Background: an optimization exercise with open tools, aiming at small area and a short achievable clock period. Do not read the settings as production practice.
The RTL was checked by simulation tests, not by an equivalence proof against the original design.
No activity file was given, so power comes from the tool's default toggle rates.

==> flow/design.v <==
module Pixel_Counter(PxOut,clock, reset, ResetPx, IncPx);
input clock,reset,ResetPx,IncPx;
output reg[3:0] PxOut;
always @(posedge clock)
begin
	if(reset) PxOut <= 4'b0000;
	else if(ResetPx) PxOut <= 4'b0000;
	else if(IncPx) PxOut <= PxOut+4'b0001;
end
endmodule
module Line_Counter(LineOut, clock, reset, ResetLine, IncLine);
input clock,reset,ResetLine,IncLine;
output reg[3:0] LineOut;
always @(posedge clock)
begin
	if(reset) LineOut <= 4'b0;
	else if(ResetLine) LineOut <= 4'b0;
	else if(IncLine)LineOut <= LineOut+4'b0001; 
end
endmodule
module Addr0_Counter(Addr0,clock, reset, ResetAddr0, IncAddr0);
input clock,reset,ResetAddr0,IncAddr0;
output reg[6:0] Addr0;
always @(posedge clock)
begin
	if(reset) Addr0 <= 7'b0;
	else if(ResetAddr0) Addr0 <= 7'b0;
	else if(IncAddr0)  
        begin
       	Addr0 <= Addr0 + 7'b01;
	end
end
endmodule
module Addr1_Counter(Addr1,clock, reset, ResetAddr1, IncAddr1);
input clock,reset,ResetAddr1,IncAddr1;
output reg[6:0] Addr1;
always @(posedge clock)
begin
	if(reset) Addr1 <= 7'b0000000;
	else if(ResetAddr1) Addr1 <= 7'b0000000;
	else if(IncAddr1)  
        begin
       	Addr1 <= Addr1 + 7'b01;
	end
end
endmodule
module buf0(red_pix0, green_pix0, blue_pix0, row0, WData, RE0, WE0, Addr0, clock, reset);
output reg [7:0] red_pix0, green_pix0, blue_pix0;
output reg [6:0] row0;
input [23:0] WData;
input RE0, WE0, clock, reset;
input [6:0] Addr0;
reg [23:0] buff0 [99:0];
wire [23:0] out_data;
reg [6:0] i;
assign out_data = (Addr0 < 7'd100) ? buff0[Addr0] : 24'b0;
always@(posedge clock)
begin
	if(RE0)
	begin
		red_pix0 <=  out_data[23:16];
		green_pix0 <= out_data[15:8];
		blue_pix0 <= out_data[7:0];
	end
end
always@(posedge clock)
begin
	if(WE0)
	begin
		buff0[i] <= WData;
	end
end
always@(posedge clock)
begin
	if(reset)
	begin
		i <= 7'b0;
		row0 <= 7'b0;
	end
	else if(WE0)
	begin
		row0 <= i;
		if (i == 7'b1100011) i <= 7'b0;
		else i <= i + 7'b1;
	end
	else if(row0 == 7'b1100011) row0 <= i;
end
endmodule
module buf1(red_pix1, green_pix1, blue_pix1, row1, WData, RE1, WE1, Addr1, clock, reset);
output reg [7:0] red_pix1, green_pix1, blue_pix1;
output reg [6:0] row1;
input [23:0] WData;
input RE1, WE1, clock, reset;
input [6:0] Addr1;
reg [23:0] buff1 [99:0];
wire [23:0] out_data;
reg [6:0] i;
assign out_data = (Addr1 < 7'd100) ? buff1[Addr1] : 24'b0;
always@(posedge clock)
begin
	if(RE1)
	begin
		red_pix1 <=  out_data[23:16];
		green_pix1 <= out_data[15:8];
		blue_pix1 <= out_data[7:0];
	end
end
always@(posedge clock)
begin
	if(WE1)
	begin
		buff1[i] <= WData;
	end
end
always@(posedge clock)
begin
	if(reset)
	begin
		i <= 7'b0;
		row1 <= 7'b0;
	end
	else if(WE1)
	begin
		row1 <= i;
		if (i == 7'b1100011) i <= 7'b0;
		else i <= i + 7'b1;
	end
	else if(row1 == 7'b1100011) row1 <= i;
end
endmodule
module mux_buf0(B0, SelR0, SelG0, SelB0, red_pix0, green_pix0, blue_pix0);
output reg [7:0] B0;
input SelR0, SelG0, SelB0;
input [7:0] red_pix0, green_pix0, blue_pix0;
always@(*)
begin
	if(SelR0) B0 = red_pix0;
	else if(SelG0) B0 = green_pix0;
	else if(SelB0) B0 = blue_pix0;
	else B0 = 8'b0;
end
endmodule
module mux_buf1(B1, SelR1, SelG1, SelB1, red_pix1, green_pix1, blue_pix1);
output reg [7:0] B1;
input SelR1, SelG1, SelB1;
input [7:0] red_pix1, green_pix1, blue_pix1;
always@(*)
begin
	if(SelR1) B1 = red_pix1;
	else if(SelG1) B1 = green_pix1;
	else if(SelB1) B1 = blue_pix1;
	else B1 = 8'b0;
end
endmodule
module frame_mux(FrameIn,B0,B1,SelBuf0,SelBlank,SelBuf1);
output reg[7:0] FrameIn;
input[7:0] B0,B1;
input SelBuf0,SelBlank,SelBuf1;
always@(*)
begin
	FrameIn = 8'b0;
	if(SelBuf0) FrameIn = B0;
	if(SelBlank)FrameIn = 8'b0;
	if(SelBuf1) FrameIn = B1;
end
endmodule
module controller_buff0(RE0, WE0, RE1, WE1, SelR0, SelG0, SelB0, SelR1, SelG1, SelB1, SelBuf0, SelBlank, SelBuf1, IncPx, ResetPx, IncLine, ResetLine, SyncVB, Buf0Empty, Buf1Empty, IncAddr0, ResetAddr0, IncAddr1, ResetAddr1, row0, row1,
			PxOut, LineOut, VBOut, AIPOut, AILOut, CSDisplay, clock, reset);
output reg RE0, WE0, RE1, WE1, SelR0, SelG0, SelB0, SelR1, SelG1, SelB1, SelBuf0, SelBlank, SelBuf1, IncPx, ResetPx, IncLine, ResetLine, SyncVB, Buf0Empty, Buf1Empty, IncAddr0, ResetAddr0, IncAddr1, ResetAddr1;
input [3:0] VBOut, AILOut, AIPOut, PxOut, LineOut;
input [6:0] row0, row1;
input clock, reset, CSDisplay;
reg[8:0] counter;
parameter zero = 9'b0;
reg buf_select;
wire [8:0] cnt = counter + 9'b01;
wire [1:0] rgb_count = cnt % 3;
always@(posedge clock)
begin
	if(reset)
	begin
		counter <= 9'b111111111;
		buf_select <= 1'b0;
		{RE0, WE0, RE1, WE1, SelR0, SelG0, SelB0, SelR1, SelG1, SelB1} <= 10'b0;
		{SelBuf0, SelBlank, SelBuf1, IncPx, ResetPx, IncLine, ResetLine} <= 7'b0;
		{SyncVB, Buf0Empty, Buf1Empty, IncAddr0, ResetAddr0, IncAddr1, ResetAddr1} <= 7'b0;
	end
	else
	begin
	if(CSDisplay)
	begin
	   counter <= cnt;
	  if((cnt == zero) && (buf_select%2 == 0))                     
	  begin
		 SelBlank <= 1'b1;
  		 Buf1Empty <= 1'b1;
		 Buf0Empty <= 1'b0;
  		 SyncVB <= 1'b1;
		 RE0 <= 1'b0;
		 RE1 <= 1'b0;
		 SelB1 <= 1'b0;
		 WE0 <= 1'b1;
	  end
	  else if((cnt == zero) && (buf_select%2 == 1) )              
	  begin
		 SelBlank <= 1'b1;
  		 Buf0Empty <= 1'b1;
		 Buf1Empty <= 1'b0;
  		 SyncVB <= 1'b1;
		 RE0 <= 1'b0;
		 RE1 <= 1'b0;
		 SelB0 <= 1'b0; 
	  end
	  else if(cnt == 1)						
	  begin
	  	SyncVB <= 1'b0;
  	  end
	if(RE0)
	begin
		SelBlank <= 0;
		SelBuf0 <= 1;
		if(PxOut < AIPOut - 1)
	  	begin
			if(rgb_count == 0)			
			begin
				SelR0 <= 1;
				SelB0 <= 0;
				SelG0 <= 0;
				SelBuf0 <= 1;
				RE0 <= 1;
				IncPx <=0;
				IncAddr0 <= 0;
			end
			else if(rgb_count == 1)			
			begin
				SelG0 <= 1;
				SelB0 <= 0;
				SelR0 <= 0;
				SelBuf0 <= 1;
				RE0 <= 1;
				IncAddr0 <= 1;
				IncPx <=0;
			end
			else if(rgb_count == 2)			
			begin
				SelB0 <= 1;
				SelR0 <= 0;
				SelG0 <= 0;
				SelBuf0 <= 1;
				RE0 <= 1;
				IncPx <=1;
				IncAddr0 <= 0;
			end
	 	end
		else if(PxOut == AIPOut - 1)			
		begin
			if(rgb_count == 0)			
			begin
				SelR0 <= 1;
				SelB0 <= 0;
				SelG0 <= 0;
				SelBuf0 <= 1;
				RE0 <= 1;
				IncPx <= 0;
				ResetPx <= 0;
				IncLine <= 0;
				ResetLine <= 0;
				IncAddr0 <= 0;
			end
			else if(rgb_count == 1)			
			begin
				SelG0 <= 1;
				SelB0 <= 0;
				SelR0 <= 0;
				SelBuf0 <= 1;
				IncPx <= 0;
				ResetPx <= 0;
				IncLine <= 0;
				ResetLine <= 0;
				RE0 <= 1;
				IncAddr0 <= 1;
				if(LineOut == AILOut - 1)	
				begin
					ResetAddr0 <=1;
				end
			end
			else if(rgb_count == 2)			
			begin
				ResetPx <= 1;
				IncPx <= 0;
				SelB0 <= 1;
				SelR0 <= 0;
				SelG0 <= 0;
				SelBuf0 <= 1;
				IncAddr0 <= 0;
				if(LineOut < AILOut - 1)	
				begin
					IncLine <= 1;
					SelBlank <= 0;
					ResetLine <= 0;
				end
				else if(LineOut == AILOut - 1)				
				begin
					ResetLine <= 1;
					ResetAddr0 <= 0;
					counter <= 9'b111111111;			 
					buf_select <= buf_select + 1;                     
					RE0 <= 1'b0;
				end
			end
		end    
	end  
	else if(RE1)
	begin
		SelBlank <= 0;
		SelBuf1 <= 1;
		if(PxOut < AIPOut - 1)
	  	begin
	  		if(rgb_count == 0)			
			begin
				SelR1 <= 1;
				SelB1 <= 0;
				SelG1 <= 0;
				SelBuf1 <= 1;
				RE1 <= 1;
				IncPx <=0;
				IncAddr1 <= 0;
			end
			else if(rgb_count == 1)			
			begin
				SelG1 <= 1;
				SelB1 <= 0;
				SelR1 <= 0;
				SelBuf1 <= 1;
				RE1 <= 1;
				IncAddr1 <= 1;
				IncPx <=0;
			end
			else if(rgb_count == 2)			
			begin
				SelB1 <= 1;
				SelR1 <= 0;
				SelG1 <= 0;
				SelBuf1 <= 1;
				RE1 <= 1;
				IncPx <=1;
				IncAddr1 <= 0;
			end
	 	end
		else if(PxOut == AIPOut - 1)			
		begin
			if(rgb_count == 0)			
			begin
				SelR1 <= 1;
				SelB1 <= 0;
				SelG1 <= 0;
				SelBuf1 <= 1;
				RE1 <= 1;
				IncPx <= 0;
				ResetPx <= 0;
				IncLine <= 0;
				ResetLine <= 0;
				IncAddr1 <= 0;
			end
			else if(rgb_count == 1)			
			begin
				SelG1 <= 1;
				SelB1 <= 0;
				SelR1 <= 0;
				SelBuf1 <= 1;
				IncPx <= 0;
				ResetPx <= 0;
				IncLine <= 0;
				ResetLine <= 0;
				RE1 <= 1;
				IncAddr1 <= 1;
				if(LineOut == AILOut - 1)	
				begin
					ResetAddr1 <=1;
				end
			end
			else if(rgb_count == 2)			
			begin
				ResetPx <= 1;
				IncPx <= 0;
				SelB1 <= 1;
				SelR1 <= 0;
				SelG1 <= 0;
				SelBuf1 <= 1;
				IncAddr1 <= 0;
				if(LineOut < AILOut - 1)	
				begin
					IncLine <= 1;
					SelBlank <= 0;
					ResetLine <= 0;
				end
				else if(LineOut == AILOut - 1)				
				begin
					ResetLine <= 1;
					ResetAddr1 <= 0; 
					counter <= 9'b111111111;			 
					buf_select <= buf_select + 1;                      
					RE1 <= 1'b0;
				end
			end
		end   
	end 
	else 
	begin
	SelBuf1 <= 0;
	SelBuf0 <= 0;
	if(rgb_count == 2)
		begin
			if(PxOut < AIPOut - 1)       				
			begin
				IncPx <=1;
				SelBlank <= 1;
			end
			else if(PxOut == AIPOut -1)			    
			begin
				if(LineOut < VBOut - 1)			 
				begin
					ResetPx <= 1;
					IncPx <= 0;
					IncLine <= 1;
					SelBlank <=1;
				end
				else if(LineOut == VBOut -1)				 
				begin
					ResetPx <=1 ;
					ResetLine <= 1;
					IncLine <= 0;
					IncPx <= 0;
					if(buf_select%2 == 0) RE0 <= 1;			 
					else if(buf_select%2 == 1) RE1 <= 1;		 
				end
			end
		end
	else
	begin
		IncPx <= 0;
		ResetPx <= 0;
		ResetLine <= 0;
		IncLine <= 0;
	end
	end  
	end 
	if(CSDisplay)
	begin
		if(row0 == 7'b1100011) 
		begin	
			WE0 <= 1'b0;
			WE1 <= 1'b1;
		end
		if(row1 == 7'b1100011)
		begin
 			WE1 <= 1'b0;
		end
	end
	end 
end 
endmodule
module int_controller(FrameIn, SyncVB, SelBlank, WE0, WE1, Buf0Empty, Buf1Empty,
		WData, CSDisplay, VBOut, AILOut, AIPOut, clock, reset);
input clock, reset,CSDisplay;
input[3:0] VBOut,AILOut,AIPOut;
input [23:0] WData;
output [7:0] FrameIn;
output SyncVB, SelBlank, WE0, WE1, Buf0Empty, Buf1Empty;
wire clock,CSDisplay,reset;
wire [3:0] PxOut, LineOut, VBOut, AIPOut, AILOut ;
wire IncPx, ResetPx, IncLine, ResetLine,ResetAddr0,IncAddr0,ResetAddr1, IncAddr1,RE0, WE0, SelR0, SelG0, SelB0, RE1, WE1, SelR1, SelG1, SelB1, SelBuf0,SelBlank,SelBuf1;
wire[6:0] Addr0, Addr1, row0, row1;
wire[7:0] B0, B1, FrameIn, red_pix0, green_pix0, blue_pix0, red_pix1, green_pix1, blue_pix1;
Pixel_Counter pc (PxOut,clock, reset, ResetPx, IncPx);
Line_Counter  lc (LineOut, clock, reset, ResetLine, IncLine);
Addr0_Counter ac0(Addr0,clock, reset, ResetAddr0, IncAddr0);
buf0 b0 (red_pix0, green_pix0, blue_pix0, row0, WData, RE0, WE0, Addr0, clock, reset);
mux_buf0 mb0 (B0,SelR0, SelG0, SelB0, red_pix0, green_pix0, blue_pix0);
Addr1_Counter ac1(Addr1,clock, reset, ResetAddr1, IncAddr1);
buf1 b1 (red_pix1, green_pix1, blue_pix1, row1, WData, RE1, WE1, Addr1, clock, reset);
mux_buf1 mb1 (B1,SelR1, SelG1, SelB1, red_pix1, green_pix1, blue_pix1);
frame_mux fm (FrameIn,B0,B1,SelBuf0,SelBlank,SelBuf1);
 controller_buff0 cb(RE0, WE0, RE1, WE1, SelR0, SelG0, SelB0, SelR1, SelG1, SelB1, SelBuf0, SelBlank, SelBuf1, IncPx, ResetPx, IncLine, ResetLine, SyncVB, Buf0Empty, Buf1Empty, IncAddr0, ResetAddr0, IncAddr1, ResetAddr1, row0, row1,
			PxOut, LineOut, VBOut, AIPOut, AILOut, CSDisplay, clock, reset);
endmodule
==> flow/run.sh <==
#!/bin/bash
# synth_recipe.tcl (not shown) runs the flow's synth.tcl, then flattens the netlist and writes it again
# the make line also repeats each setting of config.mk as NAME=value (left out here)
make -C /OpenROAD-flow-scripts/flow DESIGN_CONFIG=/design/flow/config.mk WORK_HOME=/design/flow/orfs CLKGATE_MAP_FILE= SYNTH_SCRIPT=/design/flow/synth_recipe.tcl finish
==> flow/config.mk <==
export PLATFORM = sky130hd
export DESIGN_NAME = int_controller
export DESIGN_NICKNAME = int_controller
export VERILOG_FILES = /design/flow/design.v
export SDC_FILE = /design/flow/constraint.sdc
export NUM_CORES = 8
export LEC_CHECK = 0
export CAP_MARGIN = 20
export CORE_MARGIN = 2
export CORE_UTILIZATION = 40
export SLEW_MARGIN = 20
==> flow/constraint.sdc <==
create_clock -name core_clock -period 9.0 [get_ports {clock}]
set_input_delay 1.8000 -clock core_clock [delete_from_list [all_inputs] [get_ports {clock}]]
set_output_delay 1.8000 -clock core_clock [all_outputs]
set_load 0.01 [all_outputs]
==> summary.txt <==
Status
  • Outcome: complete, no violations

Drt
  • First drt pass iteration count: 5
  • Number of DRC markers after the initial detailed-route iteration: 11300
  • Drc violations: 0
  • Routed wire length: 477000 um
  • Total vias in the final route: 87600
  • WL per Instance: 31.6 um
  • Drt via density: 5.80
  • Remaining antenna violation count after routing: 0

GRT
  • Grt ovf: 0
  • First-pass GRT wire length: 674000 um
  • Initial antenna violation count: 33
  • Pin count of the biggest net entering global routing: 134
  • Vias in the first global route: 89500
  • Global Route Usage Sum: 19.5%

Logic synthesis
  • Sequential-to-total area share from yosys stat: 77.4%
  • Synth warn: 10
  • Synth Instances: 8068
  • Mapped Nets: 8134
  • Ys async rst share: 0%
  • Post-synth EDFFs: 4848
  • Area leader, netlist: edfxtp_1
  • Dominant synthesized flop cell: edfxtp_1
  • Post-Synthesis Cell Area: 190000 um2
  • #FFs+latches synth: 4932
  • Top cells by area, synth: edfxtp_1, mux4_2, dfxtp_1, nor2_1, mux2i_1
  • Syn avg cell area: 23.6 um2
  • Cell variety after synth: 83
  • Synth top area share: 76.5%

Final layout
  • FF/Latch Area: 147000 um2
  • Core Util, Final: 45.4%
  • Post-route cell area: 215000 um2
  • Fill count: 38800
  • Nets@finish: 8520
  • Area delta synth->final: 13.1%
  • Non-filler cells, final: 15100
  • Layout cell share with drive strength beyond 1: 31.1%
  • Multi-input combinational cell area: 41900 um2

Clock tree
  • CTS tree: done
  • Clk root buf: clkbuf_16
  • Clock sinks: 4932
  • Worst-path clk slew: 0.07 ns
  • Clock H-tree levels: 5
  • Post-CTS Hold Buffers: 0
  • Clk Latency, worst-skew pair: 1.02 ns
  • Total CTS buffers: 474
  • # Post-CTS Setup Buffers: 0
  • CTS max path bufs: 4
  • CTS resizes: 0

Worst setup path
  • CP Max Fanout: 21
  • R2R Setup Slk: 1.61 ns
  • RR Startpoint: cb.counter[0]$_SDFFE_PP1P_
  • Startpoint types: flop
  • Worst Path Required: 9.89 ns
  • Crit path capture type: flop
  • CP arrival: 8.28 ns
  • CP Launch Point: cb.counter[0]$_SDFFE_PP1P_
  • Kind of critical path: reg -> reg

STA
  • Fmax: 135 MHz
  • Final hold vios: 0
  • Least-Margin Pin Slew: 1.19 ns
  • RSZ-0062 raised after global routing: no
  • Setup TNS: 0 ns
  • Slew headroom: 20.7%
  • Skew final: 0.0419 ns
  • Final setup violation count: 0
  • Count of final max-slew check failures: 0
  • Min Tclk post-route: 7.39 ns
  • Ratio of final minimum period to clock period: 82.1%

Power and ir drop
  • Tot Pwr: 45.7 mW
  • Power density over cell area: 212 nW/um2
  • Leakage: 63.3 nW
  • Max IR drop VDD: 0.000181 V

Placed design
  • Final GP Congestion: 0.811
  • Detailed Place HPWL: 259000 um
  • I/O Buffers: 52
  • Post-Place Cells: 14200
  • Dpl cell area: 200000 um2

Floorplan
  • Initial Util: 40.1%
  • Top Ports: 53
  • Total die area: 481000 um2
  • Core area: 474000 um2
  • Die Ht: 694 um
  • Cell row count: 253
  • Die boundary width: 694 um

Hold path
  • Worst min-delay path startpoint: cb.Buf0Empty$_SDFFE_PP0P_
  • Hold Path Class: reg -> reg

Run
  • Max Cap Viol: 0
[logic make-up (layout without fill, tap and decap cells)]
| kind of cell | count (synthesis) | after routing | share of synthesized area [%] |
|---|---|---|---|
| other cells | 0 | 16 | 0 |
| simple gates | 670 | 670 | 1.56 |
| mux | 1644 | 1644 | 18.7 |
| xor+xnor | 41 | 41 | 0.189 |
| buf+inv | 479 | 1250 | 0.959 |
| compound gates | 275 | 275 | 0.971 |
| fa+ha+maj | 27 | 27 | 0.178 |
| flops | 4932 | 4932 | 77.4 |
[registers in the layout, summed over array words and instances (netlist names), 8 cells and up]
name	count
b0.buff0	2400
cb.counter	9
b1.red_pix1	8
b0.blue_pix0	8
b0.green_pix0	8
b1.blue_pix1	8
b0.red_pix0	8
b1.buff1	2400
b1.green_pix1	8
[cell type report]
cell class,instances,share of cell area (%)
diodes,16,0.0186
clock buffers,579,5.75
clock inverters,282,1.06
inverters,33,0.0575
multi-input cells,2657,19.5
flip-flops and latches,4932,68.4
well taps,6247,3.63
repair buffers,356,1.59
[final timing paths]
kind | endpoint | depth (start not counted)
setup / recovery | cb.buf_select$_SDFFE_PP0P_ | 26
hold / removal | cb.Buf0Empty$_SDFFE_PP0P_ | 2
setup reg to reg | cb.buf_select$_SDFFE_PP0P_ | 26
hold reg to reg | cb.Buf0Empty$_SDFFE_PP0P_ | 2
[layer usage]
metal  GRT usage [%]  vias to the layer above  wire length, um
met2            32.1                     3277           234000
met5               0                        -               50
li1                -                    35400                -
met3            3.21                      636            36500
met4            4.74                        8            11500
met1            27.5                    48200           195000
[synthesized netlist by cell type, types with 7 or more instances]
library cell / instances
o21bai_1: 8
a31oi_1: 8
clkbuf_1: 279
nand4_1: 18
and3_1: 7
edfxtp_1: 4848
nor2b_1: 24
o22ai_1: 14
mux4_2: 1536
mux2i_1: 107
xor2_1: 19
o21a_1: 10
a22o_1: 10
nand2_1: 144
or3_1: 9
xnor2_1: 22
nand2b_1: 12
nand3_1: 43
nor2_1: 341
dfxtp_1: 84
a211oi_1: 12
inv_1: 31
a21o_1: 8
a22oi_1: 21
o21ai_0: 75
buf_1: 157
ha_1: 27
nor3_1: 31
a21oi_1: 51
[critical path, cell delays in order (launching register included)]
cell and delay [ns]:
dfxtp_1 0.30, buf_4 0.26, ha_1 0.56, nand2_1 0.15
o31a_1 0.35, nor2_2 0.25, inv_2 0.17, ha_1 0.48
nand2b_1 0.29, o221ai_2 0.31, a31oi_4 0.23, nand3_1 0.17
nor2_1 0.05, o21ai_0 0.16, nand3_1 0.10, ha_1 0.25
a2111oi_0 0.41, o211ai_1 0.18, xor2_1 0.23, ha_1 0.22
nor2_1 0.13, nor4b_1 0.35, a21oi_1 0.18, a21boi_2 0.36
a22o_1 0.66, nand4_1 0.18, mux2_2 0.31
[power breakdown]
part,switching [mW],internal (mW),total [mW]
registers,0.0398,25.2,25.3
clock network,8.49,10.6,19.1
logic,1.05,0.355,1.41
[through the flow]
step	hold slack (ns)	setup slack (ns)
CTS	0.467	1.67
detailed placement	0.452	1.70
global route	0.493	0.908
global placement	0.455	1.54
floorplan	0.448	3.31
finish	0.463	1.61
[placed cells by master, fill, tap and decap left out, drive strengths merged, types with 6 or more instances in the layout]
cell type,Yosys,final
dfxtp,84,84
a22oi,22,22
nand4,18,18
nor2,344,344
clkinvlp,0,12
a22o,10,10
nor2b,24,24
nand2b,12,12
o21bai,8,8
nor3,32,32
o22ai,14,14
a31oi,9,9
nand2,144,144
a2111oi,6,6
a21oi,52,52
or3,9,9
diode,0,16
o21a,10,10
a211oi,14,14
nor4,6,6
ha,27,27
bufinv,0,29
clkinv,0,224
a21o,8,8
xnor2,22,22
edfxtp,4848,4848
mux4,1536,1536
inv,33,50
mux2i,107,107
xor2,19,19
nand3,44,44
o21ai,78,78
and3,7,7
clkbuf,279,582
buf,167,327
or2,6,6
clkdlybuf4s50,0,26
and2,8,8

## separate check: timing with driven ports
The results above use ideal ports. As a check the final layout listed here was re-extracted and re-timed, cells and wires unchanged. Step 1: set_driving_cell puts a clkbuf_16 on clock and a buf_2 on each other input, an assumption about the parent block. Step 2, shift: input delay + t, output delay - t, t = (earliest + latest rising clock arrival at the registers) / 2. This alone moves slack from input paths to output paths. a / b / c = ideal ports / drivers / drivers and shift; a / b = the first two.
t, ns: 1.100
setup WS [ns]: 1.613 / 1.613 / 1.613
latest minus earliest clock arrival (ns): 0.062 / 0.062
After both steps setup and hold are still met in this run. The setup slack of this run moves by 0.000 ns with the drivers and by 0.000 ns with both steps.
